This is an optimization exercise on Yosys and OpenROAD, whose aim is small area, a short achievable clock period and few clock cycles per item, not a production implementation. The RTL was checked by simulation tests, not by an equivalence proof against the original design. No activity file was given, so power comes from the tool's default toggle rates.

<file path="design/flow/design.v">
`default_nettype none
module iterativeDivision
  #(parameter int unsigned DATA_W = 32)
  ( input  var logic i_clk
  , input  var logic i_rst  
  , input  var logic [DATA_W-1:0] i_dividend
  , input  var logic [DATA_W-1:0] i_divisor
  , input  var logic i_start  
  , output var logic [DATA_W-1:0] o_quotient
  , output var logic [DATA_W-1:0] o_remainder
  , output var logic o_finish  
  );
  function automatic logic [5:0] clz32(input logic [31:0] x);
    logic [15:0] z1; logic [15:0] c1;       
    logic [7:0]  z2; logic [15:0] c2;       
    logic [3:0]  z3; logic [11:0] c3;       
    logic [1:0]  z4; logic [7:0]  c4;       
    logic        z5; logic [4:0]  c5;
    for (int i = 0; i < 16; i++) begin
      z1[i] = !(x[2*i+1] || x[2*i]);
      c1[i] = !x[2*i+1];
    end
    for (int i = 0; i < 8; i++) begin
      z2[i]         = z1[2*i+1] && z1[2*i];
      c2[2*i+:2]    = z1[2*i+1] ? {1'b1, c1[2*i]} : {1'b0, c1[2*i+1]};
    end
    for (int i = 0; i < 4; i++) begin
      z3[i]         = z2[2*i+1] && z2[2*i];
      c3[3*i+:3]    = z2[2*i+1] ? {1'b1, c2[4*i+:2]} : {1'b0, c2[4*i+2+:2]};
    end
    for (int i = 0; i < 2; i++) begin
      z4[i]         = z3[2*i+1] && z3[2*i];
      c4[4*i+:4]    = z3[2*i+1] ? {1'b1, c3[6*i+:3]} : {1'b0, c3[6*i+3+:3]};
    end
    z5 = z4[1] && z4[0];
    c5 = z4[1] ? {1'b1, c4[3:0]} : {1'b0, c4[7:4]};
    clz32 = {z5, z5 ? 5'd0 : c5};
  endfunction
  logic divZero_q;
  logic [5:0] zA, zB;
  logic [6:0] shDiff_q;
  always_comb begin
    zA = clz32(i_dividend);
    zB = clz32(i_divisor);
  end
  always_ff @(posedge i_clk)
    if (i_start)
      shDiff_q <= {1'b0, zB} - {1'b0, zA};
  logic [3:0] shAmt;
  logic       quotZero;
  always_comb begin
    shAmt    = shDiff_q[4:1];
    quotZero = shDiff_q[6] || divZero_q;
  end
  logic       busy_q, align_q, step_q;
  logic [3:0] count_q;
  always_ff @(posedge i_clk)
    if (i_rst) begin
      busy_q  <= '0;
      align_q <= '0;
      step_q  <= '0;
    end else if (i_start) begin
      busy_q  <= '1;
      align_q <= '1;
      step_q  <= '0;
    end else if (align_q) begin
      busy_q  <= !quotZero;
      align_q <= '0;
      step_q  <= !quotZero;
    end else begin
      busy_q  <= busy_q && step_q;
      step_q  <= step_q && (count_q != '0);
    end
  always_ff @(posedge i_clk)
    if (align_q)
      count_q <= shAmt;
    else
      count_q <= count_q - 1'b1;
  always_comb
    o_finish = busy_q && (align_q ? quotZero : !step_q);
  logic [DATA_W:0]   div_q;
  logic [DATA_W-1:0] rem_q, quo_q, remNext;
  localparam int unsigned W = DATA_W + 3;
  logic [W-1:0] rX, dX, d2X, s3, c3;
  logic [W:0]   t1, t2, t3;
  logic         ge1, ge2, ge3, q1, q2;
  always_comb begin
    rX  = W'(rem_q);
    d2X = W'(div_q);
    dX  = W'(div_q[DATA_W:1]);
    s3  = rX ^ ~d2X ^ ~dX;
    c3  = {(rX[W-2:0] & ~d2X[W-2:0]) | (rX[W-2:0] & ~dX[W-2:0])
           | (~d2X[W-2:0] & ~dX[W-2:0]), 1'b1};
    t1  = {rX, 1'b1} + {~dX, 1'b1};
    t2  = {rX, 1'b1} + {~d2X, 1'b1};
    t3  = {s3, 1'b1} + {c3, 1'b1};
    ge1 = !t1[W];
    ge2 = !t2[W];
    ge3 = !t3[W];
    q1  = ge2;
    q2  = ge3 || (ge1 && !ge2);
    if (ge3)
      remNext = t3[DATA_W:1];
    else if (ge2)
      remNext = t2[DATA_W:1];
    else if (ge1)
      remNext = t1[DATA_W:1];
    else
      remNext = rem_q;
  end
  always_ff @(posedge i_clk)
    if (i_start)
      divZero_q <= (i_divisor == '0);
  always_ff @(posedge i_clk)
    if (i_start)
      div_q <= {1'b0, i_divisor};
    else if (align_q)
      div_q <= {div_q[DATA_W-1:0], 1'b0} << {shAmt, 1'b0};
    else
      div_q <= div_q >> 2;
  always_ff @(posedge i_clk)
    if (i_start)
      rem_q <= i_dividend;
    else if (step_q)
      rem_q <= remNext;
  always_ff @(posedge i_clk)
    if (i_start)
      quo_q <= {DATA_W{i_divisor == '0}};
    else if (step_q)
      quo_q <= {quo_q[DATA_W-3:0], q1, q2};
  always_comb begin
    o_quotient  = quo_q;
    o_remainder = rem_q;
  end
endmodule
`resetall
</file>
<file path="design/flow/constraint.sdc">
create_clock -name core_clock -period 8.0 [get_ports {i_clk}]
set_input_delay 1.6000 -clock core_clock [delete_from_list [all_inputs] [get_ports {i_clk}]]
set_output_delay 1.6000 -clock core_clock [all_outputs]
set_load 0.01 [all_outputs]
</file>
<file path="design/flow/run.sh">
#!/bin/bash
# synth_recipe.tcl (not shown) runs the flow's synth.tcl, then flattens the netlist and writes it again
# the make line also repeats each setting of config.mk as NAME=value (left out here)
make -C /OpenROAD-flow-scripts/flow DESIGN_CONFIG=/design/flow/config.mk WORK_HOME=/design/flow/orfs CLKGATE_MAP_FILE= SYNTH_SCRIPT=/design/flow/synth_recipe.tcl finish
</file>
<file path="design/flow/config.mk">
export PLATFORM = sky130hd
export DESIGN_NAME = iterativeDivision
export DESIGN_NICKNAME = iterativeDivision
export VERILOG_FILES = /design/flow/design.v
export SDC_FILE = /design/flow/constraint.sdc
export NUM_CORES = 4
export LEC_CHECK = 0
export ABC_AREA = 1
export CAP_MARGIN = 20
export CORE_MARGIN = 2
export CORE_UTILIZATION = 40
export SETUP_SLACK_MARGIN = 4.5
export SLEW_MARGIN = 20
</file>
==> out/qor.txt, run 1 <==
DP Area = 0.0158 sq mm
worst ir drop on vdd = 0.171 mV
worst path cell trace = dlygate4sd2_1 > nor2_4 > buf_4 > o21ai_0 > a21oi_1 > o21ai_2 > or2_4 > buf_4 > ha_1 > nand2_1 > o21bai_4 > nand2_1 > nand2_1 > nand2_1
CTS tree = done
Max-slew headroom = 28.1%
Max-cap violations = 0
CP delay by family, top = simple AND/OR/NAND/NOR gates
layout cells sized above 1 = 13.4%
met1 Use GR = 40.4%
design area = 0.0178 sq mm
Die H = 192 microns
Synth Warn # = 1
largest family of logic cells by synthesized area = simple AND/OR/NAND/NOR gates
R2R setup slack = 4.54 ns
top_reg_cell synth = edfxtp_1
Yosys reg bits = 110
crit path to = shDiff_q[3]$_DFFE_PP_
commonest non-fill, non-tap cell in the layout = nand2_1
nets = 2735
most frequent CP cell = nand2_1
Synth Area in Simple Gates = 36.8%
Worst Path Class, Setup = input port to register
RD Place Congestion = 0.966
FMAX = 0.280 GHz
initial core utilization = 40.7%
Final Hold Viols = 0
Hold-fix buffers, CTS = 0
Chip Width = 192 microns
Post-Synth XOR/XNOR Area = 2.98%
P_leak = 8.78 nW
core area = 0.0346 sq mm
Clock Path Buffers = 2
mux cell area share after synthesis = 0.355%
R2R cell count = 15
Post-DRT Antenna Nets = 0
Crit Reg-Reg Endpoint = rem_q[21]$_DFFE_PP_
diode count = 0
Global Route Usage Sum = 31.9%
worst setup margin = 4.43 ns
Yosys cell types = 54
status = complete, no violations
WP buf/inv = 3
Ports = 132
maximum net fanout on the critical path = 3
clk_skew = 0.0144 ns
first-pass GRT wire length = 87.4 mm
final HPWL from detailed placement = 47.6 mm
hold path depth = 1
# DRC = 0
commonest non-fill, non-tap cells in the layout = 778 x nand2_1, 312 x inv_1, 188 x nor2_1
clock root buffer = clkbuf_16
largest net degree at the start of global routing = 74
CP Data Arrival Time = 3.72 ns
Final Setup Violations = 0
measured slew at the worst slew-check pin = 1.08 ns
Avg Cell Area, Syn = 6.09 sq um
EDFF count, synth = 70
DRT Pass-1 Iters = 5
Slowest cell on crit path = dlygate4sd2_1
DR WL/cell = 20.3 microns
Clock Sinks = 110
DRT iter0 DRCs = 1415
crit-path max cell delay = 0.29 ns
CTS H-tree lvls = 3
Via density = 5.46
GR Util met3 = 3.84%
FFs w/ async S/R, synth = 0%
Synth Area in Adders = 14.1%
register area share after synthesis = 20.6%
DR vias = 16.3k
CP Capture Type = register
crit path launch type = input port
Place WS = 3.50 ns
clock latency on the worst-skew pair = 0.38 ns
Synth Area in Compound Gates = 14.0%
hold slack = 0.477 ns
PwrDens = 449 mW/mm^2
total CTS buffers = 9
Core Rows = 68
Hold Path Class = register to register
Final TNS setup = 0 ns
Reg clk slew, reported paths = 0.09 ns
WL final = 60.7 mm
vias in the first global route = 15.3k
Slew Limit Fails = 0
Crit. Startpoint = i_dividend[18]
Period Utilization, post-route = 44.7%
Period minus WS final = 3.57 ns
total congestion overflow = 0
I/O Buffers = 131
DIE AREA = 0.0368 sq mm
unrepaired setup endpoints after global routing = yes
Syn Std Cell Area = 0.0141 sq mm
GR Util met2 = 53.3%
R2R Path Start = div_q[11]$_DFF_P_
CP Depth = 14
gr busiest metal = met2
worst path required time = 8.15 ns
Area Overhead vs Synth = 26.5%
syn nets = 2521
initial antenna violation count = 0
Syn Inst Count = 2317
==> how the worst min path moves through the flow <==
stage,from,slack [ns],to
5_1_grt,count_q[0]$_DFF_P_,0.54,count_q[0]$_DFF_P_
3_3_place_gp,count_q[0]$_DFF_P_,0.46,count_q[0]$_DFF_P_
4_1_cts,count_q[0]$_DFF_P_,0.49,count_q[0]$_DFF_P_
2_1_floorplan,count_q[0]$_DFF_P_,0.43,count_q[0]$_DFF_P_
3_5_place_dp,count_q[0]$_DFF_P_,0.47,count_q[0]$_DFF_P_
6_report,count_q[0]$_DFF_P_,0.48,count_q[0]$_DFF_P_
==> repair_timing <==
item	4_1_cts	5_1_grt
setup endpoints to repair	100	100
resized for setup	145	136
cloned	1	6
pin swaps	60	32
buffers inserted	40	67
==> flip-flops by register name, indices dropped and copies added, names as in the netlist <==
signal     cells
step_q         1
busy_q         1
rem_q         32
align_q        1
divZero_q      1
count_q        4
quo_q         32
shDiff_q       5
div_q         33
==> worst register-to-register path: cells and delay by family, from the launching register on <==
family	cells	cell delay [ns]
DFF	1	0.37
and+or+nand+nor	5	0.59
AOI/OAI and AO/OA	3	0.58
adders and majority gates	2	0.80
buffers and inverters	5	0.86
==> logic make-up after synthesis <==
logic type,after synthesis
AOI/OAI and AO/OA,347
and+or+nand+nor,1264
buffers and inverters,406
xor gates and xnor gates,48
DFF,110
adders and majority gates,137
muxes,5
==> power by group <==
group	internal, mW	leakage [nW]	switching [mW]
clock	0.229	0.153	0.274
combinational	2.30	7.59	4.18
sequential	0.801	1.04	0.235
total	3.33	8.78	4.69
==> routing by layer <==
layer  up-vias  wire (microns)
met3       134            4460
met1      7606           24500
met2       675           28400
li1       7917               -
met5         -               0
met4         0            3360
==> synthesized netlist by cell type, types with 3 or more instances <==
master | instances | area [sq um]
o221ai_1 | 15 | 131
inv_1 | 350 | 1310
nand4_1 | 23 | 144
o21ai_0 | 106 | 531
buf_2 | 6 | 30.0
o211ai_1 | 18 | 135
ha_1 | 101 | 1260
nor3_1 | 24 | 120
a21oi_1 | 143 | 716
o21bai_1 | 12 | 90.1
a22oi_1 | 7 | 52.6
buf_4 | 5 | 37.5
xor2_1 | 27 | 236
xnor2_1 | 21 | 184
nor2_2 | 7 | 43.8
nand2_1 | 801 | 3010
clkbuf_1 | 34 | 128
fa_1 | 36 | 721
a31oi_1 | 5 | 31.3
nor2_1 | 218 | 818
nand3b_1 | 5 | 37.5
nand3_1 | 156 | 781
or2_2 | 8 | 50.1
o21ai_1 | 13 | 65.1
inv_2 | 3 | 11.3
mux2i_1 | 5 | 50.1
dfxtp_1 | 40 | 801
a21o_1 | 3 | 22.5
edfxtp_1 | 70 | 2100
buf_6 | 5 | 56.3
nand2_2 | 8 | 50.1
o22ai_1 | 10 | 62.6
==> area by class of cell <==
type | count | area, sq um
Clock inverter | 7 | 88.8
Multi-Input combinational cell | 1805 | 10400
Sequential cell | 110 | 2910
Inverter | 354 | 1420
Clock buffer | 9 | 225
Timing Repair Buffer | 251 | 2250
Fill cell | 3676 | 16800
Tap cell | 455 | 569
==> through the flow <==
stage / cells / power (mW) / utilization [%]
final: 2991 / 8.02 / 51.5
after global routing: 2991 / 8.68 / 51.5
after CTS: 2918 / 7.29 / 48.1
after detailed placement: 2861 / 6.70 / 45.7
after global placement: 2861 / 6.68 / 45.7
after floorplan: 2317 / 4.92 / -
Testbench counts, summed over its fixed seeds: cycles 13,991, items 3,200.
==> inputs of run 2 (changes only) <==
--- a/design/flow/config.mk
+++ b/design/flow/config.mk
@@ -5,7 +5,6 @@
 export SDC_FILE = /design/flow/constraint.sdc
 export NUM_CORES = 4
 export LEC_CHECK = 0
-export ABC_AREA = 1
 export CAP_MARGIN = 20
 export CORE_MARGIN = 2
 export CORE_UTILIZATION = 40
==> run 2 against run 1 <==
Combinational power up 7.6%. Largest cell class unchanged. Register-to-register slack got worse by 0.43 ns. First-iteration DRC count shrank 14%.
==> out/qor.txt, run 2 <==
CTS tree = done (unchanged)
final HPWL from detailed placement = 33.6 mm (was 47.6 mm)
core area = 0.0305 sq mm (was 0.0346 sq mm)
largest net degree at the start of global routing = 72 (was 74)
Chip Width = 180 microns (was 192 microns)
clock latency on the worst-skew pair = 0.37 ns (was 0.38 ns)
FFs w/ async S/R, synth = 0% (unchanged)
# DRC = 0 (unchanged)
clk_skew = 0.0132 ns (was 0.0144 ns)
worst setup margin = 4.11 ns (was 4.43 ns)
Final TNS setup = 0 ns (unchanged)
Clock Path Buffers = 2 (unchanged)
total CTS buffers = 9 (unchanged)
syn nets = 1742 (was 2521)
Pint = 4.26 mW (was 3.33 mW)
DRT Pass-1 Iters = 6 (was 5)
Core Rows = 64 (was 68)
Die H = 180 microns (was 192 microns)
Reg power frac = 11.7% (was 12.9%)
initial antenna violation count = 1 (was 0)
switching part of the total = 49.6% (was 58.5%)
combinational power share = 82.5% (was 80.8%)
RD Place Congestion = 0.962 (was 0.966)
diode count = 0 (unchanged)
Reg clk slew, reported paths = 0.09 ns (about the same)
first-pass GRT wire length = 73.1 mm (was 87.4 mm)
register area share after synthesis = 23.5% (was 20.6%)
crit path launch type = register (was input port)
Avg Cell Area, Syn = 8.05 sq um (was 6.09 sq um)
CP Data Arrival Time = 3.97 ns (was 3.72 ns)
Worst Path Class, Setup = register to register (was input port to register)
layout cells sized above 1 = 23.3% (was 13.4%)
CP Capture Type = register (unchanged)
Period Utilization, post-route = 48.6% (was 44.7%)
Syn Std Cell Area = 0.0124 sq mm (was 0.0141 sq mm)
EDFF count, synth = 70 (unchanged)
total congestion overflow = 0 (unchanged)
sw power = 4.19 mW (was 4.69 mW)
Final Hold Viols = 0 (unchanged)
synth cell count leaders = 152 x a21oi_1, 152 x nand2_1, 137 x o21ai_0 (was 801 x nand2_1, 350 x inv_1, 218 x nor2_1)
Global Route Usage Sum = 28.6% (was 31.9%)
placed insts = 2009 (was 2861)
Largest regs = div_q x33, quo_q x32, rem_q x32 (unchanged)
CTS H-tree lvls = 3 (unchanged)
DR vias = 13.1k (was 16.3k)
WL final = 48.2 mm (was 60.7 mm)
DR WL/cell = 22.4 microns (was 20.3 microns)
measured slew at the worst slew-check pin = 0.891 ns (was 1.08 ns)
DP Area = 0.0142 sq mm (was 0.0158 sq mm)
commonest non-fill, non-tap cell in the layout = nand2_1 (unchanged)
Area Overhead vs Synth = 37.0% (was 26.5%)
Post-DRT Antenna Nets = 0 (unchanged)
DIE AREA = 0.0324 sq mm (was 0.0368 sq mm)
Slew Limit Fails = 0 (unchanged)
clock root buffer = clkbuf_16 (unchanged)
Ports = 132 (unchanged)
Yosys cell types = 77 (was 54)
Core Util, Final = 55.6% (was 51.5%)
Pwr Total = 8.45 mW (was 8.02 mW)
top_reg_cell synth = edfxtp_1 (unchanged)
maximum net fanout on the critical path = 16 (was 3)
commonest non-fill, non-tap cells in the layout = 149 x nand2_1, 131 x a21oi_1, 108 x o21ai_0 (was 778 x nand2_1, 312 x inv_1, 188 x nor2_1)
Hold-fix buffers, CTS = 0 (unchanged)
Final Setup Violations = 0 (unchanged)
worst path required time = 8.08 ns (was 8.15 ns)
worst ir drop on vdd = 0.409 mV (was 0.171 mV)
Syn Inst Count = 1538 (was 2317)
cell accounting for the most synthesized area = edfxtp_1 (was nand2_1)
Max-cap violations = 0 (unchanged)
FMAX = 0.257 GHz (was 0.280 GHz)
Final Non-Filler Cells = 2154 (was 2991)
I/O Buffers = 131 (unchanged)
Via density = 6.07 (was 5.46)
P_leak = 7.05 nW (was 8.78 nW)
Period minus WS final = 3.89 ns (was 3.57 ns)
vias in the first global route = 12.6k (was 15.3k)
post-synth top area share = 17.0% (was 21.3%)
hold slack = 0.485 ns (was 0.477 ns)
PwrDens = 498 mW/mm^2 (was 449 mW/mm^2)
initial core utilization = 40.6% (was 40.7%)
Largest Register = div_q (unchanged)
max reg flops = 33 (unchanged)
nets = 1957 (was 2735)
clock power share = 5.8% (was 6.3%)
unrepaired setup endpoints after global routing = yes (unchanged)
DRT iter0 DRCs = 1221 (was 1415)
Max-slew headroom = 40.6% (was 28.1%)
Synth Warn # = 1 (unchanged)
Place WS = 2.98 ns (was 3.50 ns)
Synth area leaders = edfxtp_1 17%, ha_1 10%, dfxtp_1 6.5% (was nand2_1 21%, edfxtp_1 15%, inv_1 9.3%)
Hold Path Class = register to register (unchanged)
design area = 0.0170 sq mm (was 0.0178 sq mm)
Clock Sinks = 110 (unchanged)
Yosys reg bits = 110 (unchanged)
status = complete, no violations (unchanged)
## run 2: cell count changes in the layout (fill, tap and decap cells not counted), sizes merged, moves of 18 or more
cell and delta:
a21o +48, buf +22, clkinvlp -20, dlygate4sd2 -28
inv -209, mux2i +28, nand2 -660, nand2b +18
nand3 -132, nor2 -116, o21ai +27, xnor2 +24
## run 2: cell families (layout without fill, tap and decap cells)
logic type	after synthesis	count (layout)	share of synthesized area (%)
simple gates	428	428	16.0
mux	52	52	5.31
flops	110	110	23.5
xor+xnor	81	81	5.73
buf+inv	195	414	6.16
fa+ha+maj	137	137	16.0
compound gates	535	536	27.3
## run 2: critical path, stage by stage, from the launching register on
cell and delay (ns):
dfxtp_4 0.39, inv_8 0.05, fa_1 0.52, ha_4 0.32
o21ai_2 0.05, o21bai_1 0.21, o211ai_1 0.23, o31ai_2 0.34
nand3_1 0.18, o21ba_4 0.23, o32a_4 0.24, buf_12 0.14
and2_4 0.16, buf_4 0.14, a31oi_4 0.18, buf_12 0.19
## run 2: final timing paths
check	from	slack, ns	endpoint	cells past startpoint
worst max-delay path	div_q[9]$_DFF_P_	4.11	rem_q[20]$_DFFE_PP_	15
worst min register to register	count_q[0]$_DFF_P_	0.49	count_q[0]$_DFF_P_	1
worst min-delay path	count_q[0]$_DFF_P_	0.49	count_q[0]$_DFF_P_	1
worst max register to register	div_q[9]$_DFF_P_	4.11	rem_q[20]$_DFFE_PP_	15
## run 2: power by group through the flow
| stage | registers (mW) | clock network, mW | logic, mW |
|---|---|---|---|
| 2_1_floorplan | 0.993 | 0 | 3.67 |
| 3_3_place_gp | 1.03 | 0 | 4.88 |
| 3_5_place_dp | 1.03 | 0 | 4.89 |
| 4_1_cts | 0.982 | 0.494 | 6.52 |
| 5_1_grt | 1.00 | 0.513 | 7.45 |
| 6_report | 0.988 | 0.492 | 6.97 |
## run 2: routing by layer
metal	routed length, microns	global-route usage [%]	vias up
li1	-	-	6071
met1	20600	38.2	6314
met2	22500	46.9	572
met3	3290	4.54	109
met4	1840	10.4	0
met5	0	0	-
## run 2: layout make-up
type / count / area [sq um]
Multi-Input combinational cell: 1234 / 9980
Clock buffer: 9 / 225
Sequential cell: 110 / 2930
Clock inverter: 7 / 83.8
Timing Repair Buffer: 270 / 2740
Tap cell: 396 / 495
Fill cell: 2695 / 13600
Inverter: 128 / 509
## run 2: repair_timing
action	in CTS	in global routing
setup buffers	92	25
resized for setup	299	110
gates cloned	12	0
pin swaps	81	52
setup endpoints to repair	106	79
==> inputs of run 3 (changes only) <==
--- a/design/flow/config.mk
+++ b/design/flow/config.mk
@@ -8,5 +8,5 @@
 export CAP_MARGIN = 20
 export CORE_MARGIN = 2
 export CORE_UTILIZATION = 40
-export SETUP_SLACK_MARGIN = 4.5
+export SETUP_SLACK_MARGIN = 3.0
 export SLEW_MARGIN = 20
==> run 3 against run 2 <==
Largest power group unchanged. Power decreased by 24%. Non-clock buffer count shrank 129. Combinational power down about 30%. Count of clock-buffer cells in the layout unchanged. Largest cell class unchanged. Critical path type is now input port to register. Still clean on timing, DRC and antenna. Highest routed layer unchanged.
==> out/qor.txt, run 3 <==
Avg Cell Area, Syn = 8.05 sq um (unchanged)
multi-input logic area = 0.00873 sq mm (was 0.00998 sq mm)
P_leak = 5.90 nW (was 7.05 nW)
Hold Path Sink = count_q[0]$_DFF_P_ (unchanged)
Syn Inst Count = 1538 (unchanged)
final HPWL from detailed placement = 33.5 mm (was 33.6 mm)
largest family of logic cells by synthesized area = compound AO/OA/AOI/OAI gates (unchanged)
measured slew at the worst slew-check pin = 0.857 ns (was 0.891 ns)
total CTS buffers = 9 (unchanged)
DIE AREA = 0.0324 sq mm (unchanged)
mux cell area share after synthesis = 5.31% (unchanged)
Slew Limit Fails = 0 (unchanged)
Crit Reg-Reg Endpoint = rem_q[14]$_DFFE_PP_ (was rem_q[20]$_DFFE_PP_)
Yosys reg bits = 110 (unchanged)
clock latency on the worst-skew pair = 0.38 ns (was 0.37 ns)
clock root buffer = clkbuf_16 (unchanged)
Ports = 132 (unchanged)
layout cells sized above 1 = 3.81% (was 23.3%)
CP Data Arrival Time = 4.86 ns (was 3.97 ns)
synth cell count leaders = 152 x a21oi_1, 152 x nand2_1, 137 x o21ai_0 (unchanged)
register area = 0.00290 sq mm (was 0.00293 sq mm)
FFs w/ async S/R, synth = 0% (unchanged)
Max-slew headroom = 42.9% (was 40.6%)
Synth area leaders = edfxtp_1 17%, ha_1 10%, dfxtp_1 6.5% (unchanged)
CP Capture Type = register (unchanged)
Pwr Total = 6.38 mW (was 8.45 mW)
initial antenna violation count = 0 (was 1)
top_reg_cell synth = edfxtp_1 (unchanged)
Post-DRT Antenna Nets = 0 (unchanged)
# DRC = 0 (unchanged)
total congestion overflow = 0 (unchanged)
Area Overhead vs Synth = 15.5% (was 37.0%)
post-synth top area share = 17.0% (unchanged)
Final Hold Viols = 0 (unchanged)
Worst Path Class, Setup = input port to register (was register to register)
register area share after synthesis = 23.5% (unchanged)
R2R Path Start = rem_q[1]$_DFFE_PP_ (was div_q[9]$_DFF_P_)
Synth Warn # = 1 (unchanged)
Die H = 180 microns (unchanged)
CTS tree = done (unchanged)
vias in the first global route = 11.7k (was 12.6k)
Reg clk slew, reported paths = 0.08 ns (was 0.09 ns)
Syn Std Cell Area = 0.0124 sq mm (unchanged)
EDFF count, synth = 70 (unchanged)
hold_sp = count_q[0]$_DFF_P_ (unchanged)
Synth Area in Compound Gates = 27.3% (unchanged)
Chip Width = 180 microns (unchanged)
crit path launch type = input port (was register)
core area = 0.0305 sq mm (unchanged)
Global Route Usage Sum = 25.8% (was 28.6%)
Largest regs = div_q x33, quo_q x32, rem_q x32 (unchanged)
DR WL/cell = 21.1 microns (was 22.4 microns)
FMAX = 0.211 GHz (was 0.257 GHz)
largest net degree at the start of global routing = 65 (was 72)
Post-CTS Resized = 1 (was 299)
DR vias = 12.1k (was 13.1k)
Clock Sinks = 110 (unchanged)
Final TNS setup = 0 ns (unchanged)
DRT iter0 DRCs = 1073 (was 1221)
worst path required time = 8.12 ns (was 8.08 ns)
status = complete, no violations (unchanged)
Hold-fix buffers, CTS = 0 (unchanged)
CTS H-tree lvls = 3 (unchanged)
syn nets = 1742 (unchanged)
max reg flops = 33 (unchanged)
R2R cell count = 14 (was 15)
R2R setup slack = 3.31 ns (was 4.11 ns)
Core Rows = 64 (unchanged)
diode count = 0 (unchanged)
commonest non-fill, non-tap cells in the layout = 152 x a21oi_1, 152 x nand2_1, 137 x o21ai_0 (was 149 x nand2_1, 131 x a21oi_1, 108 x o21ai_0)
Final Setup Violations = 0 (unchanged)
Max-cap violations = 0 (unchanged)
first-pass GRT wire length = 66.4 mm (was 73.1 mm)
DP Area = 0.0140 sq mm (was 0.0142 sq mm)
DRT Pass-1 Iters = 7 (was 6)
postcts setup bufs = 0 (was 92)
Metal-1 WL = 18.8 mm (was 20.6 mm)
fillers = 3109 (was 2695)
nets = 1827 (was 1957)
Highest Signal Layer = met4 (unchanged)
Hold Path Class = register to register (unchanged)
initial core utilization = 40.6% (unchanged)
cell accounting for the most synthesized area = edfxtp_1 (unchanged)
design area = 0.0143 sq mm (was 0.0170 sq mm)
PwrDens = 447 mW/mm^2 (was 498 mW/mm^2)
clk_skew = 0.0183 ns (was 0.0132 ns)
hold path depth = 1 (unchanged)
Period minus WS final = 4.74 ns (was 3.89 ns)
Core Util, Final = 46.8% (was 55.6%)
Synth Area in Adders = 16.0% (unchanged)
Synth Area in Simple Gates = 16.0% (unchanged)
unrepaired setup endpoints after global routing = no (was yes)
maximum net fanout on the critical path = 5 (was 16)
Clock Path Buffers = 2 (unchanged)
RD Place Congestion = 0.962 (about the same)
WL final = 42.6 mm (was 48.2 mm)
Yosys cell types = 77 (unchanged)
Period Utilization, post-route = 59.2% (was 48.6%)
Post-Synth XOR/XNOR Area = 5.73% (unchanged)
met3 WL post-DR = 2.92 mm (was 3.29 mm)
Largest Register = div_q (unchanged)
met2 wire len = 20.2 mm (was 22.5 mm)
Via density = 5.98 (was 6.07)
I/O Buffers = 131 (unchanged)
worst ir drop on vdd = 0.283 mV (was 0.409 mV)
[run 3: changes by cell type in the layout (fill, tap and decap cells not counted), sizes merged, moves of 2 or more]
cell           delta
dlygate4sd2      -20
dlymetal6s2s     -11
clkbuf            -9
clkdlybuf4s15     -2
buf             -133
bufbuf            -2
clkdlybuf4s50    +48
[run 3: stage by stage]
| stage | hold slack [ns] | std cells | setup slack [ns] |
|---|---|---|---|
| 5_1_grt | 0.509 | 2024 | 3.01 |
| 3_3_place_gp | 0.464 | 2008 | 3.05 |
| 6_report | 0.479 | 2024 | 3.26 |
| 2_1_floorplan | 0.439 | 1538 | 3.53 |
| 3_5_place_dp | 0.469 | 2008 | 2.97 |
| 4_1_cts | 0.481 | 2024 | 3.12 |
[run 3: logic make-up after synthesis]
group	after synthesis
XOR/XNOR	81
adder cells (fa/ha/maj)	137
multiplexers	52
flip-flops	110
buffers and inverters	195
AO/OA/AOI/OAI	535
AND/OR/NAND/NOR	428
[run 3: per-layer routing]
metal | global-route usage, % | up-vias
li1 | - | 5788
met1 | 35.2 | 5797
met2 | 43.0 | 463
met3 | 4.32 | 50
met4 | 5.56 | 0
met5 | 0 | -
[run 3: final cells by class]
cell class / count / area share, %
Tap cell: 396 / 3.47
Sequential cell: 110 / 20.3
Clock inverter: 7 / 0.464
Clock buffer: 9 / 1.58
Inverter: 128 / 3.36
Timing Repair Buffer: 141 / 9.73
Multi-Input combinational cell: 1233 / 61.1
[run 3: how the worst max path moves through the flow]
stage	from	endpoint	slack [ns]	cells after the start
after floorplan	rem_q[2]$_DFFE_PP_	rem_q[0]$_DFFE_PP_	3.53	14
after global placement	i_dividend[14]	shDiff_q[6]$_DFFE_PP_	3.05	13
after detailed placement	i_dividend[14]	shDiff_q[6]$_DFFE_PP_	2.97	13
after CTS	rem_q[1]$_DFFE_PP_	rem_q[10]$_DFFE_PP_	3.12	14
after global routing	rem_q[1]$_DFFE_PP_	rem_q[10]$_DFFE_PP_	3.01	14
final	i_dividend[14]	shDiff_q[6]$_DFFE_PP_	3.26	13
[run 3: critical path, stage by stage]
cell and delay (ns):
clkdlybuf4s50_1 0.46, or4_1 0.57, nand2b_1 0.22, nor2_1 0.49, nor2_1 0.14, a22oi_1 0.32
inv_1 0.11, fa_1 0.44, inv_1 0.08, a21o_1 0.11, a21oi_1 0.09, o21bai_1 0.14
a21oi_1 0.08
[run 3: power by group]
group / internal [mW] / leakage (nW) / switching, mW
combinational: 2.06 / 4.73 / 2.83
sequential: 0.803 / 1.03 / 0.217
clock: 0.221 / 0.143 / 0.258
==> inputs of run 4 (changes only) <==
--- a/design/flow/design.v
+++ b/design/flow/design.v
@@ -47,10 +47,11 @@
     if (i_start)
       shDiff_q <= {1'b0, zB} - {1'b0, zA};
   logic [3:0] shAmt;
-  logic       quotZero;
+  logic       quotZero, alignDone;
   always_comb begin
     shAmt    = shDiff_q[4:1];
     quotZero = shDiff_q[6] || divZero_q;
+    alignDone = (shDiff_q[5:1] == '0);
   end
   logic       busy_q, align_q, step_q;
   logic [3:0] count_q;
@@ -66,7 +67,7 @@
     end else if (align_q) begin
       busy_q  <= !quotZero;
       align_q <= '0;
-      step_q  <= !quotZero;
+      step_q  <= !quotZero && !alignDone;
     end else begin
       busy_q  <= busy_q && step_q;
       step_q  <= step_q && (count_q != '0);
@@ -80,6 +81,9 @@
     o_finish = busy_q && (align_q ? quotZero : !step_q);
   logic [DATA_W:0]   div_q;
   logic [DATA_W-1:0] rem_q, quo_q, remNext;
+  logic              doStep;
+  always_comb
+    doStep = step_q || (align_q && alignDone && !quotZero);
   localparam int unsigned W = DATA_W + 3;
   logic [W-1:0] rX, dX, d2X, s3, c3;
   logic [W:0]   t1, t2, t3;
@@ -113,20 +117,20 @@
       divZero_q <= (i_divisor == '0);
   always_ff @(posedge i_clk)
     if (i_start)
-      div_q <= {1'b0, i_divisor};
+      div_q <= {i_divisor, 1'b0};
     else if (align_q)
-      div_q <= {div_q[DATA_W-1:0], 1'b0} << {shAmt, 1'b0};
+      div_q <= div_q << {shAmt, 1'b0};
     else
       div_q <= div_q >> 2;
   always_ff @(posedge i_clk)
     if (i_start)
       rem_q <= i_dividend;
-    else if (step_q)
+    else if (doStep)
       rem_q <= remNext;
   always_ff @(posedge i_clk)
     if (i_start)
       quo_q <= {DATA_W{i_divisor == '0}};
-    else if (step_q)
+    else if (doStep)
       quo_q <= {quo_q[DATA_W-3:0], q1, q2};
   always_comb begin
     o_quotient  = quo_q;
--- a/design/flow/config.mk
+++ b/design/flow/config.mk
@@ -5,8 +5,9 @@
 export SDC_FILE = /design/flow/constraint.sdc
 export NUM_CORES = 4
 export LEC_CHECK = 0
+export ABC_AREA = 1
 export CAP_MARGIN = 20
 export CORE_MARGIN = 2
 export CORE_UTILIZATION = 40
-export SETUP_SLACK_MARGIN = 3.0
+export SETUP_SLACK_MARGIN = 5.0
 export SLEW_MARGIN = 20
==> run 4 against run 3 <==
Critical path depth grew 1. Routed wire length grew 49%. Still clean on timing, DRC and antenna. Worst setup slack gained 1.1 ns. Largest power group unchanged. Synthesized cell count grew 54%. Global-route usage grew 7.0 points.
==> out/qor.txt, run 4 <==
Final Hold Viols = 0 (unchanged)
PwrDens = 347 mW/mm^2 (was 447 mW/mm^2)
Largest Register = div_q (unchanged)
status = complete, no violations (unchanged)
Yosys reg bits = 111 (was 110)
Max-cap violations = 0 (unchanged)
Clock Sinks = 111 (was 110)
R2R Path Start = div_q[26]$_DFF_P_ (was rem_q[1]$_DFFE_PP_)
DRT Pass-1 Iters = 6 (was 7)
CP Capture Type = register (unchanged)
most frequent cell after synthesis = nand2_1
hold_sp = count_q[0]$_DFF_P_ (unchanged)
Post-DRT Antenna Nets = 0 (unchanged)
Avg Cell Area, Syn = 6.09 sq um (was 8.05 sq um)
Period Utilization, post-route = 44.9% (was 59.2%)
Place WS = 3.53 ns (was 2.97 ns)
commonest non-fill, non-tap cell in the layout = nand2_1
measured slew at the worst slew-check pin = 0.825 ns (was 0.857 ns)
DRT iter0 DRCs = 1669 (was 1073)
Syn Std Cell Area = 0.0144 sq mm (was 0.0124 sq mm)
EDFF count, synth = 75 (was 70)
met3 WL post-DR = 3.91 mm (was 2.92 mm)
Global Route Usage Sum = 32.8% (was 25.8%)
R2R setup slack = 4.78 ns (was 3.31 ns)
Chip Width = 194 microns (was 180 microns)
# DRC = 0 (unchanged)
Hold Path Sink = count_q[0]$_DFF_P_ (unchanged)
Synth area leaders = nand2_1 21%, edfxtp_1 16%, inv_1 9.3% (was edfxtp_1 17%, ha_1 10%, dfxtp_1 6.5%)
crit-path max cell delay = 0.46 ns (was 0.57 ns)
Via density = 5.52 (was 5.98)
CTS tree = done (unchanged)
Ports = 132 (unchanged)
max reg flops = 33 (unchanged)
cell accounting for the most synthesized area = nand2_1 (was edfxtp_1)
DIE AREA = 0.0375 sq mm (was 0.0324 sq mm)
layout cells sized above 1 = 19.7% (was 3.81%)
DR WL/cell = 20.5 microns (was 21.1 microns)
DP Area = 0.0161 sq mm (was 0.0140 sq mm)
initial core utilization = 40.6% (about the same)
fillers = 3550 (was 3109)
CP Data Arrival Time = 3.74 ns (was 4.86 ns)
FFs w/ async S/R, synth = 0% (unchanged)
design area = 0.0193 sq mm (was 0.0143 sq mm)
placed insts = 2909 (was 2008)
Hold-fix buffers, CTS = 0 (unchanged)
R2R cell count = 16 (was 14)
Clock Path Buffers = 2 (unchanged)
Pwr Total = 6.69 mW (was 6.38 mW)
most frequent CP cell = nor2_1
vias in the first global route = 16.6k (was 11.7k)
Final Setup Violations = 0 (unchanged)
Worst Path Class, Setup = input port to register (unchanged)
CTS H-tree lvls = 3 (unchanged)
diode count = 0 (unchanged)
Reg clk slew, reported paths = 0.09 ns (was 0.08 ns)
commonest non-fill, non-tap cells in the layout = 771 x nand2_1, 310 x inv_1, 171 x nor2_1 (was 152 x a21oi_1, 152 x nand2_1, 137 x o21ai_0)
WL final = 63.5 mm (was 42.6 mm)
Slowest cell on crit path = clkdlybuf4s50_1 (was or4_1)
post-synth top area share = 21.3% (was 17.0%)
I/O Buffers = 131 (unchanged)
sw power = 3.67 mW (was 3.30 mW)
largest net degree at the start of global routing = 84 (was 65)
Area Overhead vs Synth = 33.8% (was 15.5%)
Core Rows = 69 (was 64)
maximum net fanout on the critical path = 4 (was 5)
combinational power share = 79.9% (was 76.5%)
Highest Signal Layer = met4 (unchanged)
Final TNS setup = 0 ns (unchanged)
Max-slew headroom = 44.4% (was 42.9%)
clock power share = 7.1% (was 7.5%)
Reg power frac = 13.0% (was 16.0%)
RD Place Congestion = 1.00 (was 0.962)
worst ir drop on vdd = 0.162 mV (was 0.283 mV)
Syn Inst Count = 2364 (was 1538)
total congestion overflow = 0 (unchanged)
total CTS buffers = 9 (unchanged)
met2 wire len = 30.2 mm (was 20.2 mm)
unrepaired setup endpoints after global routing = yes (was no)
crit path launch type = input port (unchanged)
register area share after synthesis = 20.6% (was 23.5%)
Pint = 3.02 mW (was 3.08 mW)
core area = 0.0355 sq mm (was 0.0305 sq mm)
Slew Limit Fails = 0 (unchanged)
Metal-1 WL = 26.2 mm (was 18.8 mm)
clock root buffer = clkbuf_16 (unchanged)
first-pass GRT wire length = 94.9 mm (was 66.4 mm)
top_reg_cell synth = edfxtp_1 (unchanged)
switching part of the total = 54.8% (was 51.7%)
clk_skew = 0.0169 ns (was 0.0183 ns)
Yosys cell types = 59 (was 77)
hold path depth = 1 (unchanged)
worst setup margin = 4.41 ns (was 3.26 ns)
WP buf/inv = 3 (unchanged)
initial antenna violation count = 0 (unchanged)
P_leak = 9.53 nW (was 5.90 nW)
CP delay by family, top = simple AND/OR/NAND/NOR gates (unchanged)
DR vias = 17.1k (was 12.1k)
Die H = 194 microns (was 180 microns)
final HPWL from detailed placement = 47.6 mm (was 33.5 mm)
synth cell count leaders = 818 x nand2_1, 357 x inv_1, 203 x nor2_1 (was 152 x a21oi_1, 152 x nand2_1, 137 x o21ai_0)
nets = 2833 (was 1827)
Final Non-Filler Cells = 3095 (was 2024)
clock latency on the worst-skew pair = 0.38 ns (about the same)
Largest regs = div_q x33, quo_q x32, rem_q x32 (unchanged)
worst path required time = 8.15 ns (was 8.12 ns)
Crit Reg-Reg Endpoint = rem_q[28]$_DFFE_PP_ (was rem_q[14]$_DFFE_PP_)
syn nets = 2568 (was 1742)
Hold Path Class = register to register (unchanged)
Period minus WS final = 3.59 ns (was 4.74 ns)
worst path cell trace = clkdlybuf4s50_1 > nor2_1 > nand3_1 > nor2_4 > inv_2 > nor2_4 > o211ai_1 > nand2_1 > inv_2 > fa_2 > o21ai_2 > a21oi_1 > nor2_1 > nor2_1 (was clkdlybuf4s50_1 > or4_1 > nand2b_1 > nor2_1 > nor2_1 > a22oi_1 > inv_1 > fa_1 > inv_1 > a21o_1 > a21oi_1 > o21bai_1 > a21oi_1)
Synth Warn # = 1 (unchanged)
FMAX = 0.278 GHz (was 0.211 GHz)
## run 4: routing by layer
layer / vias up / global-route usage, %
li1: 8179 / -
met1: 8090 / 41.3
met2: 669 / 55.3
met3: 152 / 3.76
met4: 0 / 16.8
met5: - / 0
## run 4: worst max-delay path by stage
stage / start / end / slack, ns / cells past startpoint
floorplan: i_divisor[27] / shDiff_q[6]$_DFFE_PP_ / 4.30 / 16
global placement: i_divisor[27] / shDiff_q[5]$_DFFE_PP_ / 3.52 / 17
detailed placement: i_dividend[31] / shDiff_q[5]$_DFFE_PP_ / 3.53 / 15
CTS: i_divisor[26] / shDiff_q[6]$_DFFE_PP_ / 4.37 / 17
global route: i_divisor[26] / shDiff_q[6]$_DFFE_PP_ / 4.28 / 17
finish: i_divisor[19] / shDiff_q[6]$_DFFE_PP_ / 4.41 / 14
## run 4: cell families after synthesis
kind of cell | Yosys count | synth area share, %
multiplexers | 6 | 0.417
flip-flops | 111 | 20.6
XOR/XNOR | 50 | 3.04
AO/OA/AOI/OAI | 359 | 13.8
AND/OR/NAND/NOR | 1277 | 36.7
adder cells (fa/ha/maj) | 137 | 13.8
buffers and inverters | 424 | 11.6
## run 4: power by group through the flow
stage | Sequential, mW | Combinational, mW | Clock, mW
6_report | 0.870 | 5.34 | 0.477
3_5_place_dp | 0.952 | 4.02 | 0
3_3_place_gp | 0.952 | 4.00 | 0
4_1_cts | 0.866 | 4.91 | 0.481
2_1_floorplan | 0.908 | 2.87 | 0
5_1_grt | 0.885 | 5.83 | 0.497
## run 4: final cells by class
type	count	area, sq um	area share [%]
clock buffers	9	225	1.17
clock inverters	7	75.1	0.390
inverters	368	1460	7.55
multi-input cells	1838	11200	58.0
flip-flops and latches	111	3010	15.6
well taps	461	577	2.99
repair buffers	299	2730	14.2
repair inverters	2	17.5	0.0909
## run 4: worst register-to-register path: cells and delay by family (launching register included)
family                   cells  cell delay [ns]
flip-flops                   1             0.37
AND/OR/NAND/NOR              7             0.67
buffers and inverters        4             0.64
adder cells (fa/ha/maj)      2             0.86
AO/OA/AOI/OAI                3             0.41
## run 4: metrics by stage
step	hold slack [ns]	util [%]
floorplan	0.411	-
global placement	0.430	45.4
detailed placement	0.431	45.4
CTS	0.447	52.2
global route	0.455	54.3
finish	0.449	54.3
## run 4: what timing repair did
item,CTS,global route
gates cloned,9,4
resized for setup,339,126
setup endpoints to repair,166,103
setup buffers,128,29
pin swaps,86,77
Testbench counts of run 4, summed over its fixed seeds: cycles 13,806, items 3,200.
==> inputs of run 5 (changes only) <==
--- a/design/flow/config.mk
+++ b/design/flow/config.mk
@@ -9,5 +9,5 @@
 export CAP_MARGIN = 20
 export CORE_MARGIN = 2
 export CORE_UTILIZATION = 40
-export SETUP_SLACK_MARGIN = 5.0
+export SETUP_SLACK_MARGIN = 4.5
 export SLEW_MARGIN = 20
==> run 5 against run 4 <==
Worst hold slack gained 0.0030 ns. Routed wire length decreased by 6.2%. Clock skew down 0.0042 ns. Global-route usage is 1.7 points lower. Final cell count decreased by 3.4%. Design area down 9.6%. Worst setup slack worse by 0.059 ns. Area after synthesis unchanged. Register-to-register slack got worse by 0.22 ns. Die area unchanged. Clock power down 0.8%. Critical endpoint is now shDiff_q[2]$_DFFE_PP_. Largest power group unchanged. Highest routed layer unchanged.
==> out/qor.txt, run 5 <==
status = complete, no violations (unchanged)
clock root buffer = clkbuf_16 (unchanged)
WL final = 59.6 mm (was 63.5 mm)
nets = 2726 (was 2833)
Via density = 5.43 (was 5.52)
Hold-fix buffers, CTS = 0 (unchanged)
Core Rows = 69 (unchanged)
hold slack = 0.452 ns (was 0.449 ns)
switching part of the total = 56.6% (was 54.8%)
Slowest cell on crit path = clkdlybuf4s50_1 (unchanged)
layout cells sized above 1 = 9.77% (was 19.7%)
Crit Reg-Reg Endpoint = rem_q[12]$_DFFE_PP_ (was rem_q[28]$_DFFE_PP_)
Area Overhead vs Synth = 20.9% (was 33.8%)
maximum net fanout on the critical path = 4 (unchanged)
Largest Register = div_q (unchanged)
Global Route Usage Sum = 31.1% (was 32.8%)
Yosys cell types = 59 (unchanged)
total congestion overflow = 0 (unchanged)
Pwr Total = 5.70 mW (was 6.69 mW)
met1 Use GR = 40.2% (was 41.3%)
DRT Pass-1 Iters = 6 (unchanged)
Pint = 2.48 mW (was 3.02 mW)
DR vias = 16.2k (was 17.1k)
Hold Path Class = register to register (unchanged)
gr busiest metal = met2 (unchanged)
max reg flops = 33 (unchanged)
crit-path max cell delay = 0.44 ns (was 0.46 ns)
PwrDens = 328 mW/mm^2 (was 347 mW/mm^2)
Chip Width = 194 microns (unchanged)
CP Depth = 13 (was 14)
commonest non-fill, non-tap cells in the layout = 805 x nand2_1, 321 x inv_1, 183 x nor2_1 (was 771 x nand2_1, 310 x inv_1, 171 x nor2_1)
cell accounting for the most synthesized area = nand2_1 (unchanged)
worst ir drop on vdd = 0.130 mV (was 0.162 mV)
Reg power frac = 16.3% (was 13.0%)
RD Place Congestion = 1.03 (was 1.00)
register area share after synthesis = 20.6% (unchanged)
Final Setup Violations = 0 (unchanged)
Max-slew headroom = 39.1% (was 44.4%)
Worst Path Class, Setup = input port to register (unchanged)
clock power share = 8.3% (was 7.1%)
Reg clk slew, reported paths = 0.08 ns (was 0.09 ns)
Clock Path Buffers = 2 (unchanged)
# DRC = 0 (unchanged)
Synth Warn # = 1 (unchanged)
vias in the first global route = 15.7k (was 16.6k)
Final Hold Viols = 0 (unchanged)
CP delay by family, top = buffers and inverters (was simple AND/OR/NAND/NOR gates)
Period Utilization, post-route = 45.7% (was 44.9%)
first-pass GRT wire length = 89.4 mm (was 94.9 mm)
DIE AREA = 0.0375 sq mm (unchanged)
core area = 0.0355 sq mm (unchanged)
crit path to = shDiff_q[2]$_DFFE_PP_ (was shDiff_q[6]$_DFFE_PP_)
Crit. Startpoint = i_dividend[28] (was i_divisor[19])
unrepaired setup endpoints after global routing = yes (unchanged)
I/O Buffers = 131 (unchanged)
most frequent cell after synthesis = nand2_1 (unchanged)
Post-DRT Antenna Nets = 0 (unchanged)
Syn Inst Count = 2364 (unchanged)
initial antenna violation count = 1 (was 0)
Largest regs = div_q x33, quo_q x32, rem_q x32 (unchanged)
R2R Path Start = div_q[32]$_DFFE_PP_ (was div_q[26]$_DFF_P_)
clk_skew = 0.0127 ns (was 0.0169 ns)
R2R setup slack = 4.56 ns (was 4.78 ns)
CTS H-tree lvls = 3 (unchanged)
Period minus WS final = 3.65 ns (was 3.59 ns)
P_leak = 8.85 nW (was 9.53 nW)
Avg Cell Area, Syn = 6.09 sq um (unchanged)
Max-cap violations = 0 (unchanged)
CP Data Arrival Time = 3.78 ns (was 3.74 ns)
crit path launch type = input port (unchanged)
CP Capture Type = register (unchanged)
Clock Sinks = 111 (unchanged)
clock latency on the worst-skew pair = 0.38 ns (about the same)
initial core utilization = 40.6% (unchanged)
FMAX = 0.274 GHz (was 0.278 GHz)
CTS tree = done (unchanged)
most frequent CP cell = buf_6 (was nor2_1)
sw power = 3.23 mW (was 3.67 mW)
Syn Std Cell Area = 0.0144 sq mm (unchanged)
GR Util met3 = 3.44% (was 3.76%)
Final TNS setup = 0 ns (unchanged)
total CTS buffers = 9 (unchanged)
synth cell count leaders = 818 x nand2_1, 357 x inv_1, 203 x nor2_1 (unchanged)
Yosys reg bits = 111 (unchanged)
Slew Limit Fails = 0 (unchanged)
Die H = 194 microns (unchanged)
DR WL/cell = 19.9 microns (was 20.5 microns)
measured slew at the worst slew-check pin = 0.914 ns (was 0.825 ns)
worst path cell trace = clkdlybuf4s50_1 > nor2_2 > nand2_4 > nor2_4 > buf_6 > o22a_1 > o21ai_1 > nand2_2 > inv_1 > fa_2 > buf_4 > buf_6 > xnor2_1 (was clkdlybuf4s50_1 > nor2_1 > nand3_1 > nor2_4 > inv_2 > nor2_4 > o211ai_1 > nand2_1 > inv_2 > fa_2 > o21ai_2 > a21oi_1 > nor2_1 > nor2_1)
commonest non-fill, non-tap cell in the layout = nand2_1 (unchanged)
R2R cell count = 13 (was 16)
EDFF count, synth = 75 (unchanged)
post-synth top area share = 21.3% (unchanged)
Synth area leaders = nand2_1 21%, edfxtp_1 16%, inv_1 9.3% (unchanged)
DRT iter0 DRCs = 1480 (was 1669)
syn nets = 2568 (unchanged)
top_reg_cell synth = edfxtp_1 (unchanged)
final HPWL from detailed placement = 48.4 mm (was 47.6 mm)
largest net degree at the start of global routing = 82 (was 84)
Ports = 132 (unchanged)
FFs w/ async S/R, synth = 0% (unchanged)
worst path required time = 8.13 ns (was 8.15 ns)
GR Util met2 = 51.6% (was 55.3%)
WP buf/inv = 5 (was 3)
combinational power share = 75.4% (was 79.9%)
## run 5: cell counts after synthesis
Identical to the previous run, type by type.
## run 5: per-layer routing
layer / vias to the layer above / wire [microns]
met5: - / 0
met4: 0 / 3120
met3: 133 / 3270
met2: 587 / 27300
met1: 7592 / 25800
li1: 7925 / -
## run 5: worst min path at each step
stage	to	slack, ns	cells past startpoint	from
finish	count_q[0]$_DFF_P_	0.45	1	count_q[0]$_DFF_P_
global route	count_q[0]$_DFF_P_	0.52	1	count_q[0]$_DFF_P_
CTS	count_q[0]$_DFF_P_	0.46	1	count_q[0]$_DFF_P_
detailed placement	count_q[0]$_DFF_P_	0.44	1	count_q[0]$_DFF_P_
global placement	count_q[0]$_DFF_P_	0.43	1	count_q[0]$_DFF_P_
floorplan	count_q[0]$_DFF_P_	0.41	1	count_q[0]$_DFF_P_
## run 5: cells by family after synthesis
| kind of cell | synth area share (%) |
|---|---|
| flops | 20.6 |
| xor+xnor | 3.04 |
| fa+ha+maj | 13.8 |
| mux | 0.417 |
| simple gates | 36.7 |
| compound gates | 13.8 |
| buf+inv | 11.6 |
## run 5: what timing repair did
action,in CTS,in global routing
resized for setup,89,107
pin swaps,33,40
buffers inserted,36,23
setup endpoints to repair,101,87
cloned,2,0
## run 5: power by group through the flow
| stage | registers, mW | logic (mW) | clock network, mW |
|---|---|---|---|
| 5_1_grt | 0.944 | 4.76 | 0.500 |
| 6_report | 0.927 | 4.30 | 0.473 |
| 3_5_place_dp | 0.950 | 4.05 | 0 |
| 3_3_place_gp | 0.953 | 4.02 | 0 |
| 2_1_floorplan | 0.908 | 2.87 | 0 |
| 4_1_cts | 0.926 | 4.16 | 0.480 |
## run 5: through the flow
stage	setup WS [ns]	util (%)	std cells	area, sq um
final	4.35	49.0	2989	17400
after global routing	4.22	49.0	2988	17400
after CTS	4.30	47.7	2965	16900
after detailed placement	3.50	45.5	2911	16100
after global placement	3.58	45.4	2910	16100
after floorplan	4.30	-	2364	14500
## run 5: cell type report
cell class,count,area (sq um)
Antenna cell,1,2.50
Clock buffer,9,225
Clock inverter,7,72.6
Fill cell,3749,18100
Inverter,368,1420
Multi-Input combinational cell,1831,10200
Sequential cell,111,2980
Tap cell,461,577
Timing Repair Buffer,201,1930
==> inputs of run 6 (changes only) <==
--- a/design/flow/config.mk
+++ b/design/flow/config.mk
@@ -8,6 +8,6 @@
 export ABC_AREA = 1
 export CAP_MARGIN = 20
 export CORE_MARGIN = 2
-export CORE_UTILIZATION = 40
+export CORE_UTILIZATION = 55
 export SETUP_SLACK_MARGIN = 4.5
 export SLEW_MARGIN = 20
==> run 6 against run 5 <==
First-iteration DRC count up 28%. Synthesized cell count stayed put. Largest power group unchanged. Sequential power grew 0.8%. Still clean. Area after synthesis unchanged. Utilization up 19 points. Critical path type unchanged.
==> out/qor.txt, run 6 <==
DRT Pass-1 Iters = 6 (unchanged)
register area share after synthesis = 20.6% (unchanged)
RD Place Congestion = 1.05 (was 1.03)
Final Non-Filler Cells = 2880 (was 2989)
WL final = 58.7 mm (was 59.6 mm)
initial antenna violation count = 1 (unchanged)
crit-path max cell delay = 0.46 ns (was 0.44 ns)
synth cell count leaders = 818 x nand2_1, 357 x inv_1, 203 x nor2_1 (unchanged)
vias in the first global route = 16.3k (was 15.7k)
CTS tree = done (unchanged)
register area = 0.00299 sq mm (was 0.00298 sq mm)
unrepaired setup endpoints after global routing = yes (unchanged)
Die H = 166 microns (was 194 microns)
most frequent CP cell = nor2_1 (was buf_6)
Final TNS setup = 0 ns (unchanged)
FFs w/ async S/R, synth = 0% (unchanged)
measured slew at the worst slew-check pin = 0.974 ns (was 0.914 ns)
WP buf/inv = 4 (was 5)
sw power = 3.38 mW (was 3.23 mW)
FMAX = 0.264 GHz (was 0.274 GHz)
total CTS buffers = 9 (unchanged)
top_reg_cell synth = edfxtp_1 (unchanged)
Syn Inst Count = 2364 (unchanged)
Pint = 2.57 mW (was 2.48 mW)
DRT iter0 DRCs = 1897 (was 1480)
clock latency on the worst-skew pair = 0.38 ns (about the same)
P_leak = 8.88 nW (was 8.85 nW)
first-pass GRT wire length = 86.7 mm (was 89.4 mm)
max reg flops = 33 (unchanged)
nets = 2743 (was 2726)
worst path cell trace = clkdlybuf4s50_1 > nor2_1 > nand2_2 > inv_2 > nand3_4 > inv_4 > o21ai_0 > o211ai_1 > nand2_1 > nand3_2 > inv_1 > fa_2 > o21ai_2 > a21oi_1 > nor2_1 > nor2_1 (was clkdlybuf4s50_1 > nor2_2 > nand2_4 > nor2_4 > buf_6 > o22a_1 > o21ai_1 > nand2_2 > inv_1 > fa_2 > buf_4 > buf_6 > xnor2_1)
Slowest cell on crit path = clkdlybuf4s50_1 (unchanged)
Pwr Total = 5.95 mW (was 5.70 mW)
fillers = 2250 (was 3749)
Max-cap violations = 0 (unchanged)
Global Route Usage Sum = 40.4% (was 31.1%)
PwrDens = 338 mW/mm^2 (was 328 mW/mm^2)
Core Rows = 59 (was 69)
Slew Limit Fails = 0 (unchanged)
worst ir drop on vdd = 0.187 mV (was 0.130 mV)
commonest non-fill, non-tap cell in the layout = nand2_1 (unchanged)
DR vias = 17.0k (was 16.2k)
crit path launch type = input port (unchanged)
I/O Buffers = 131 (unchanged)
post-synth top area share = 21.3% (unchanged)
clock power share = 8.6% (was 8.3%)
DR WL/cell = 20.4 microns (was 19.9 microns)
Post-DRT Antenna Nets = 0 (unchanged)
CP Capture Type = register (unchanged)
Yosys cell types = 59 (unchanged)
EDFF count, synth = 75 (unchanged)
largest net degree at the start of global routing = 82 (unchanged)
total congestion overflow = 0 (unchanged)
Final Setup Violations = 0 (unchanged)
Clock Path Buffers = 2 (unchanged)
Max-slew headroom = 35.1% (was 39.1%)
CTS H-tree lvls = 3 (unchanged)
status = complete, no violations (unchanged)
initial core utilization = 55.6% (was 40.6%)
DP Area = 0.0160 sq mm (was 0.0161 sq mm)
Yosys reg bits = 111 (unchanged)
core area = 0.0259 sq mm (was 0.0355 sq mm)
clk_skew = 0.0115 ns (was 0.0127 ns)
Period minus WS final = 3.79 ns (was 3.65 ns)
Clock Sinks = 111 (unchanged)
placed insts = 2783 (was 2911)
Synth Warn # = 1 (unchanged)
Chip Width = 166 microns (was 194 microns)
CP Data Arrival Time = 3.93 ns (was 3.78 ns)
combinational power share = 75.7% (was 75.4%)
Syn Std Cell Area = 0.0144 sq mm (unchanged)
Via density = 5.91 (was 5.43)
multi-input logic area = 0.0103 sq mm (was 0.0102 sq mm)
design area = 0.0176 sq mm (was 0.0174 sq mm)
most frequent cell after synthesis = nand2_1 (unchanged)
DIE AREA = 0.0275 sq mm (was 0.0375 sq mm)
Largest regs = div_q x33, quo_q x32, rem_q x32 (unchanged)
Period Utilization, post-route = 47.3% (was 45.7%)
Area Overhead vs Synth = 22.1% (was 20.9%)
maximum net fanout on the critical path = 4 (unchanged)
Avg Cell Area, Syn = 6.09 sq um (unchanged)
switching part of the total = 56.7% (was 56.6%)
layout cells sized above 1 = 11.9% (was 9.77%)
clock root buffer = clkbuf_16 (unchanged)
Final Hold Viols = 0 (unchanged)
final HPWL from detailed placement = 45.1 mm (was 48.4 mm)
Ports = 132 (unchanged)
Reg power frac = 15.7% (was 16.3%)
syn nets = 2568 (unchanged)
Worst Path Class, Setup = input port to register (unchanged)
cell accounting for the most synthesized area = nand2_1 (unchanged)
Largest Register = div_q (unchanged)
Reg clk slew, reported paths = 0.09 ns (was 0.08 ns)
CP delay by family, top = simple AND/OR/NAND/NOR gates (was buffers and inverters)
worst path required time = 8.14 ns (was 8.13 ns)
R2R setup slack = 4.56 ns (about the same)
Hold Path Class = register to register (unchanged)
Synth area leaders = nand2_1 21%, edfxtp_1 16%, inv_1 9.3% (unchanged)
# DRC = 0 (unchanged)
Hold-fix buffers, CTS = 0 (unchanged)
commonest non-fill, non-tap cells in the layout = 797 x nand2_1, 313 x inv_1, 180 x nor2_1 (was 805 x nand2_1, 321 x inv_1, 183 x nor2_1)
==> run 6: logic make-up (layout without fill, tap and decap cells) <==
logic type	count (synthesis)	in the layout	share of synthesized area, %
and+or+nand+nor	1277	1278	36.7
buffers and inverters	424	603	11.6
AOI/OAI and AO/OA	359	359	13.8
adders and majority gates	137	137	13.8
DFF	111	111	20.6
xor gates and xnor gates	50	50	3.04
muxes	6	6	0.417
other	0	1	0
==> run 6: final timing paths <==
check | from | end | cells past startpoint
min reg2reg | count_q[0]$_DFF_P_ | count_q[0]$_DFF_P_ | 1
min | count_q[0]$_DFF_P_ | count_q[0]$_DFF_P_ | 1
max | i_dividend[12] | shDiff_q[6]$_DFFE_PP_ | 16
max reg2reg | div_q[19]$_DFF_P_ | quo_q[0]$_DFFE_PP_ | 13
==> run 6: area by class of cell <==
class / count / area share, %
diodes: 1 / 0.0142
inverters: 368 / 8.18
clock inverters: 7 / 0.498
clock buffers: 9 / 1.28
well taps: 335 / 2.38
flip-flops and latches: 111 / 17.0
repair buffers: 219 / 11.9
multi-input cells: 1830 / 58.8
==> run 6: per-layer routing <==
layer	share of wire [%]	GRT usage (%)	vias to the layer above	routed length (microns)
li1	-	-	7970	-
met1	36	47.9	7788	21300
met2	47	70.0	1008	27800
met3	9.4	5.96	259	5510
met4	7.0	23.0	0	4090
met5	0	0	-	0
==> run 6: what timing repair did <==
| item | CTS | global route |
|---|---|---|
| setup buffers | 37 | 40 |
| pin swaps | 45 | 44 |
| setup endpoints to repair | 95 | 67 |
| cloned | 1 | 2 |
| gates resized for setup | 102 | 147 |
==> run 6: power groups by stage <==
stage          combinational [mW]  clock (mW)  sequential, mW
2_1_floorplan                2.87           0           0.908
3_3_place_gp                 3.98           0           0.946
3_5_place_dp                 4.05           0           0.947
4_1_cts                      4.13       0.500           0.932
5_1_grt                      4.89       0.525           0.945
6_report                     4.50       0.512           0.934
==> run 6: through the flow <==
step	utilization [%]	setup slack [ns]	hold WS, ns
4_1_cts	64.8	4.27	0.475
5_1_grt	67.9	4.19	0.506
6_report	67.9	4.21	0.480
2_1_floorplan	-	4.30	0.411
3_3_place_gp	61.6	3.50	0.429
3_5_place_dp	61.6	3.46	0.463
==> inputs of run 7 (changes only) <==
--- a/design/flow/config.mk
+++ b/design/flow/config.mk
@@ -9,5 +9,6 @@
 export CAP_MARGIN = 20
 export CORE_MARGIN = 2
 export CORE_UTILIZATION = 55
+export PLACE_DENSITY = 0.7
 export SETUP_SLACK_MARGIN = 4.5
 export SLEW_MARGIN = 20
==> run 7 against run 6 <==
Die area is the same. Worst hold slack worse by 0.020 ns. Routed wire length is 4.9% lower. Flip-flop and latch count unchanged. Worst setup slack improved by 0.20 ns. Count of clock-buffer cells in the layout unchanged. Area after synthesis stayed put. Critical endpoint is now shDiff_q[5]$_DFFE_PP_. Largest cell class unchanged. Largest power group unchanged.
==> out/qor.txt, run 7 <==
status = complete, no violations (unchanged)
Post-DRT Antenna Nets = 0 (unchanged)
CTS H-tree lvls = 3 (unchanged)
Syn Inst Count = 2364 (unchanged)
clock latency on the worst-skew pair = 0.38 ns (about the same)
total CTS buffers = 9 (unchanged)
register area = 0.00298 sq mm (was 0.00299 sq mm)
Core Rows = 59 (unchanged)
register area share after synthesis = 20.6% (unchanged)
DR vias = 16.8k (was 17.0k)
most frequent cell after synthesis = nand2_1 (unchanged)
# DRC = 0 (unchanged)
commonest non-fill, non-tap cells in the layout = 802 x nand2_1, 326 x inv_1, 184 x nor2_1 (was 797 x nand2_1, 313 x inv_1, 180 x nor2_1)
Period minus WS final = 3.59 ns (was 3.79 ns)
Avg Cell Area, Syn = 6.09 sq um (unchanged)
core area = 0.0259 sq mm (unchanged)
Final Hold Viols = 0 (unchanged)
Hold Path Class = register to register (unchanged)
Max-cap violations = 0 (unchanged)
Die H = 166 microns (unchanged)
Largest Register = div_q (unchanged)
CP Capture Type = register (unchanged)
fillers = 2421 (was 2250)
Max-slew headroom = 39.3% (was 35.1%)
DIE AREA = 0.0275 sq mm (unchanged)
largest net degree at the start of global routing = 60 (was 82)
max reg flops = 33 (unchanged)
R2R Path Start = rem_q[17]$_DFFE_PP_ (was div_q[19]$_DFF_P_)
total congestion overflow = 0 (unchanged)
Largest regs = div_q x33, quo_q x32, rem_q x32 (unchanged)
RD Place Congestion = 1.03 (was 1.05)
Via density = 5.85 (was 5.91)
initial antenna violation count = 0 (was 1)
initial core utilization = 55.6% (unchanged)
Yosys cell types = 59 (unchanged)
maximum net fanout on the critical path = 4 (unchanged)
CP Data Arrival Time = 3.73 ns (was 3.93 ns)
Global Route Usage Sum = 39.5% (was 40.4%)
cell accounting for the most synthesized area = nand2_1 (unchanged)
R2R cell count = 13 (unchanged)
hold slack = 0.460 ns (was 0.480 ns)
Slew Limit Fails = 0 (unchanged)
worst path required time = 8.14 ns (about the same)
first-pass GRT wire length = 85.0 mm (was 86.7 mm)
Clock Sinks = 111 (unchanged)
syn nets = 2568 (unchanged)
R2R setup slack = 4.60 ns (was 4.56 ns)
clk_skew = 0.0202 ns (was 0.0115 ns)
layout cells sized above 1 = 10.5% (was 11.9%)
Place WS = 3.38 ns (was 3.46 ns)
Chip Width = 166 microns (unchanged)
design area = 0.0175 sq mm (was 0.0176 sq mm)
DR WL/cell = 19.4 microns (was 20.4 microns)
nets = 2744 (was 2743)
FMAX = 0.279 GHz (was 0.264 GHz)
commonest non-fill, non-tap cell in the layout = nand2_1 (unchanged)
Ports = 132 (unchanged)
Crit Reg-Reg Endpoint = rem_q[25]$_DFFE_PP_ (was quo_q[0]$_DFFE_PP_)
hold path depth = 1 (unchanged)
worst setup margin = 4.41 ns (was 4.21 ns)
measured slew at the worst slew-check pin = 0.906 ns (was 0.974 ns)
diode count = 0 (was 1)
final HPWL from detailed placement = 43.2 mm (was 45.1 mm)
Area Overhead vs Synth = 21.3% (was 22.1%)
worst ir drop on vdd = 0.165 mV (was 0.187 mV)
multi-input logic area = 0.0103 sq mm (about the same)
Syn Std Cell Area = 0.0144 sq mm (unchanged)
Synth area leaders = nand2_1 21%, edfxtp_1 16%, inv_1 9.3% (unchanged)
crit path launch type = input port (unchanged)
CTS tree = done (unchanged)
clock root buffer = clkbuf_16 (unchanged)
DRT iter0 DRCs = 1746 (was 1897)
Worst Path Class, Setup = input port to register (unchanged)
Final Setup Violations = 0 (unchanged)
post-synth top area share = 21.3% (unchanged)
Reg clk slew, reported paths = 0.08 ns (was 0.09 ns)
Hold Path Sink = count_q[0]$_DFF_P_ (unchanged)
DP Area = 0.0160 sq mm (about the same)
WL final = 55.8 mm (was 58.7 mm)
I/O Buffers = 131 (unchanged)
P_leak = 8.91 nW (was 8.88 nW)
unrepaired setup endpoints after global routing = yes (unchanged)
PwrDens = 332 mW/mm^2 (was 338 mW/mm^2)
Final TNS setup = 0 ns (unchanged)
Clock Path Buffers = 2 (unchanged)
DRT Pass-1 Iters = 6 (unchanged)
Yosys reg bits = 111 (unchanged)
Synth Warn # = 1 (unchanged)
synth cell count leaders = 818 x nand2_1, 357 x inv_1, 203 x nor2_1 (unchanged)
FFs w/ async S/R, synth = 0% (unchanged)
EDFF count, synth = 75 (unchanged)
hold_sp = count_q[0]$_DFF_P_ (unchanged)
Period Utilization, post-route = 44.8% (was 47.3%)
vias in the first global route = 16.3k (about the same)
top_reg_cell synth = edfxtp_1 (unchanged)
[run 7: logic make-up (layout without fill, tap and decap cells)]
family	count (synthesis)	after routing	synth area share, %
AOI/OAI and AO/OA	359	360	13.8
xor gates and xnor gates	50	50	3.04
adders and majority gates	137	137	13.8
buffers and inverters	424	602	11.6
DFF	111	111	20.6
muxes	6	6	0.417
and+or+nand+nor	1277	1279	36.7
[run 7: area by class of cell]
cell class	count	share of cell area [%]
inverter	368	8.10
clock inverter	7	0.509
clock buffer	9	1.29
tap	335	2.40
timing repair buffer	218	11.8
sequential	111	17.0
multi-input combinational	1832	58.9
[run 7: worst max-delay path by stage]
stage	start	to	slack, ns	cells past startpoint
global route	i_divisor[25]	shDiff_q[6]$_DFFE_PP_	4.28	16
detailed placement	i_dividend[31]	shDiff_q[6]$_DFFE_PP_	3.38	14
finish	i_dividend[27]	shDiff_q[5]$_DFFE_PP_	4.41	15
global placement	i_dividend[31]	shDiff_q[5]$_DFFE_PP_	3.42	15
CTS	align_q$_SDFF_PP0_	o_finish	4.30	6
floorplan	i_divisor[27]	shDiff_q[6]$_DFFE_PP_	4.30	16
[run 7: layer usage]
metal,vias to the layer above,GRT usage [%],wire [microns]
met4,0,22.1,3680
li1,7969,-,-
met1,7715,47.1,21100
met3,237,5.65,4840
met2,921,68.3,26200
met5,-,0,0
[run 7: power breakdown]
| part | switching [mW] | internal [mW] | total, mW |
|---|---|---|---|
| combinational | 2.85 | 1.53 | 4.38 |
| clock | 0.262 | 0.228 | 0.490 |
| sequential | 0.166 | 0.764 | 0.929 |
[run 7: critical path, cell delays in order]
cell and delay, ns:
dlygate4sd2_1 0.27, nor2_2 0.19, nand2_2 0.09, nor2_4 0.21, inv_2 0.08, nor2_4 0.19
nand2_4 0.10, buf_12 0.14, ha_2 0.39, nand2_2 0.07, buf_4 0.13, nor2_1 0.08
nand2_1 0.07, nand3_1 0.07, nand2_1 0.05
[run 7: repair_timing]
item | in CTS | in global routing
gates cloned | 3 | 0
setup endpoints to repair | 102 | 72
buffers inserted | 54 | 25
pin swaps | 58 | 33
resized for setup | 119 | 89
hold endpoints to repair | 0 | 0
hold buffers | 0 | 0
[run 7: per-stage QoR]
stage | cells | utilization (%) | power, mW
6_report | 2880 | 67.4 | 5.80
5_1_grt | 2880 | 67.4 | 6.26
4_1_cts | 2855 | 65.7 | 5.54
3_5_place_dp | 2782 | 61.6 | 4.94
3_3_place_gp | 2782 | 61.6 | 4.88
2_1_floorplan | 2364 | - | 3.77

Re-timed with assumed drivers on the ports (clkbuf_16 on the clock, buf_2 on other inputs), run 7 has 4.422 ns of setup slack against 4.414 ns with ideal ports, and 4.001 ns once port delays also move by the mid clock arrival of 0.421 ns.
